From an optimization exercise on the open Yosys and OpenROAD flow, aimed at small area; shortcuts taken in it are not production practice.
Only simulation tests tie the RTL to the original design; equivalence was not proved.

== run D ==
==> module rom_addr_generate, before the edit <==
module rom_addr_generate(clk, rst, enable, slot, valid, clr, mr, nr, mi, ni);
  input clk, rst;
  input enable;
  output [1:0] slot;             
  output valid;
  output clr;                    
  output reg [8:0] mr;
  output reg nr;
  output reg [7:0] mi;
  output reg ni;
  reg [11:0] c;
  reg fresh, vld;
  assign clr = fresh & ~c[1];
  assign slot = c[1:0];
  assign valid = vld | (c[2:0] == 3'b010);
  wire special = fresh && (c[2:0] == 3'b110);
  wire [1:0] k = {c[1], c[0] | special};
  wire [7:0] m = c[11:4];
  wire [9:0] r = {2'b00, m[1:0], m[3:2], m[5:4], m[7:6]};
  wire [9:0] e = (k[0] ? r : 10'd0) + (k[1] ? {r[8:0], 1'b0} : 10'd0);
  wire hi = e[7] & (e[6:0] != 7'd0);
  wire [7:0] jo = hi ? 8'd0 - e[7:0] : e[7:0];
  wire [7:0] tc, ts;
  ROM5_omega tab(.j(jo), .c(tc), .s(ts));
  wire [7:0] qc = hi ? ts : tc;            
  wire [7:0] qs = hi ? tc : ts;            
  wire q1 = (e[9:8] == 2'd1);
  wire kz = (k == 2'd0);
  always @(posedge clk or negedge rst) begin
    if (!rst) begin
      c <= 12'd4052;             
      fresh <= 1'b1;
      vld <= 1'b0;
    end else if (enable) begin
      c <= c + 12'd1;
      if (c[2:0] == 3'b110) fresh <= 1'b0;
      if (c[2:0] == 3'b010) vld <= 1'b1;
    end
  end
  always @(posedge clk) begin
    if (enable) begin
      mr <= kz ? 9'd256 : {1'b0, q1 ? qs : qc};
      nr <= ~kz & (e[9:8] != 2'd0);
      mi <= kz ? 8'd0 : (q1 ? qc : qs);
      ni <= e[9:8] != 2'd2;
    end
  end
endmodule
==> module s4p1_5, before the edit <==
module s4p1_5(clk, enable, clr, data_in, data_out);
  parameter WORDLENGTH = 32;
  input clk, enable, clr;
  input  [WORDLENGTH-1:0] data_in;
  output [WORDLENGTH-1:0] data_out;
  reg [WORDLENGTH-1:0] d0, d1, d2;
  assign data_out = d2;
  always @(posedge clk) begin
    if (enable) begin
      d0 <= data_in; d1 <= d0; d2 <= clr ? {WORDLENGTH{1'b0}} : d1;
    end
  end
endmodule
==> module fft_r4_stage5, before the edit <==
module fft_r4_stage5(clk, rst, enable, data_in, data_out);
  input clk;
  input rst;
  input enable;
  input  [31:0] data_in;
  output [31:0] data_out;
  wire [1:0] slot;
  wire valid, clr;
  wire [8:0] mr;
  wire nr;
  wire [7:0] mi;
  wire ni;
  wire [31:0] x;
  rom_addr_generate tw(.clk(clk), .rst(rst), .enable(enable),
                       .slot(slot), .valid(valid), .clr(clr),
                       .mr(mr), .nr(nr), .mi(mi), .ni(ni));
  s4p1_5 #(32) dly(.clk(clk), .enable(enable), .clr(clr),
                   .data_in(data_in), .data_out(x));
  pipe_line_b4_top_5 dp(.clk(clk), .rst(rst), .enable(enable), .slot(slot),
                        .valid(valid), .x(x),
                        .mr(mr), .nr(nr), .mi(mi), .ni(ni),
                        .data_out(data_out));
endmodule
clock: 7.0 ns
lec_check: 0
abc_area: 1
cap_margin: 20
core_margin: 2
core_utilization: 40
slew_margin: 20
synth_memory_max_bits: 32768
standard.sh (not shown) runs the stock make flow with config.mk's settings and CLKGATE_MAP_FILE= SYNTH_SCRIPT=/design/flow/synth_recipe.tcl, a recipe that flattens the netlist after the stock synthesis.
==> flow/flow/run.sh <==
#!/bin/bash
# The standard layout, with two changes:
#  - the final ABC mapping of the standard synthesis uses flow/abc_area2.script
#    (two rounds of dc2 / dch -f / area-oriented map) instead of abc_area.script;
#    registers, their names and cell types are those of the standard synthesis;
#  - the ports are buffered with sky130_fd_sc_hd__buf_1.
set -euo pipefail
HERE=$(pwd)
cat > my_synth.tcl <<TCL
proc abc {args} {
  set i [lsearch -exact \$args -script]
  if {\$i >= 0} { lset args [expr {\$i + 1}] $HERE/flow/abc_area2.script }
  yosys abc {*}\$args
}
source $HERE/synth_recipe.tcl
TCL
bash standard.sh SYNTH_SCRIPT=$HERE/my_synth.tcl \
  "BUFFER_PORTS_ARGS=-buffer_cell sky130_fd_sc_hd__buf_1" finish > standard.log 2>&1
==> flow/flow/abc_area2.script <==
strash
dc2
dch -f
map -a
strash
dc2
dch -f
map -a
topo
stime -c
buffer -c
upsize -c
dnsize -c
## Diff of input files: run C against run D
diff --git a/flow/design.v b/flow/design.v
--- a/flow/design.v
+++ b/flow/design.v
@@ -1,18 +1,17 @@
 `resetall
 `timescale 1ns/1ps
-module rom_addr_generate(clk, rst, enable, slot, valid, clr, mr, nr, mi, ni);
+module rom_addr_generate(clk, rst, enable, slot, valid, fresh, mr, nr, mi, ni);
   input clk, rst;
   input enable;
   output [1:0] slot;             
   output valid;
-  output clr;                    
+  output reg fresh;              
   output reg [8:0] mr;
   output reg nr;
   output reg [7:0] mi;
   output reg ni;
   reg [11:0] c;
-  reg fresh, vld;
-  assign clr = fresh & ~c[1];
+  reg vld;
   assign slot = c[1:0];
   assign valid = vld | (c[2:0] == 3'b010);
   wire special = fresh && (c[2:0] == 3'b110);
@@ -191,16 +190,16 @@
 endmodule
 `resetall
 `timescale 1ns/1ps
-module s4p1_5(clk, enable, clr, data_in, data_out);
+module s4p1_5(clk, enable, data_in, data_out);
   parameter WORDLENGTH = 32;
-  input clk, enable, clr;
+  input clk, enable;
   input  [WORDLENGTH-1:0] data_in;
   output [WORDLENGTH-1:0] data_out;
   reg [WORDLENGTH-1:0] d0, d1, d2;
   assign data_out = d2;
   always @(posedge clk) begin
     if (enable) begin
-      d0 <= data_in; d1 <= d0; d2 <= clr ? {WORDLENGTH{1'b0}} : d1;
+      d0 <= data_in; d1 <= d0; d2 <= d1;
     end
   end
 endmodule
@@ -1491,19 +1490,19 @@
   input  [31:0] data_in;
   output [31:0] data_out;
   wire [1:0] slot;
-  wire valid, clr;
+  wire valid, fresh;
   wire [8:0] mr;
   wire nr;
   wire [7:0] mi;
   wire ni;
   wire [31:0] x;
   rom_addr_generate tw(.clk(clk), .rst(rst), .enable(enable),
-                       .slot(slot), .valid(valid), .clr(clr),
+                       .slot(slot), .valid(valid), .fresh(fresh),
                        .mr(mr), .nr(nr), .mi(mi), .ni(ni));
-  s4p1_5 #(32) dly(.clk(clk), .enable(enable), .clr(clr),
+  s4p1_5 #(32) dly(.clk(clk), .enable(enable),
                    .data_in(data_in), .data_out(x));
   pipe_line_b4_top_5 dp(.clk(clk), .rst(rst), .enable(enable), .slot(slot),
-                        .valid(valid), .x(x),
+                        .valid(valid), .x(fresh ? 32'd0 : x),
                         .mr(mr), .nr(nr), .mi(mi), .ni(ni),
                         .data_out(data_out));
 endmodule
Notes after the runs:
The share of the cycle needed by the critical path after routing number comes out lower for run D vs run C. Critical path capture point: dp.ppi[23]$_DFFE_PP_ -> run C, dp.ppr[23]$_DFFE_PP_ -> run D. [compare] base=run D new=run C: mux share of post-synthesis cell area about even, filler-free cell count of the finished design rose about 0.3%, average wire per cell in the routed design rose 0.56 µm, final critical-path required period rose 0.21 ns, core utilization of the finished layout rose 0.92 points. Compared with run D, in run C relative area change from synthesis to final layout +2.5 points; worst-path maximum fanout -6; total wire length +about 3.6%.

## separate check: timing with driven ports
The results above use ideal ports. As a check the final layouts listed here were re-extracted and re-timed, cells and wires unchanged. Step 1, drivers: a clkbuf_16 drives clk and a buf_2 each remaining input, both assumed. Step 2 also shifts input and output timing later by t, the mid clock arrival at the registers, as if the neighbouring blocks saw the same clock. a / b / c = ideal / step 1 / step 2; a / b = the first two.
run	shift t [ns]	setup WS [ns]	worst data-port slew with drivers (ns)
run D	0.680	0.453 / 0.453 / 0.453	0.15
run C	0.696	0.241 / 0.241 / 0.241	0.05
After both steps every run listed still meets setup and hold.
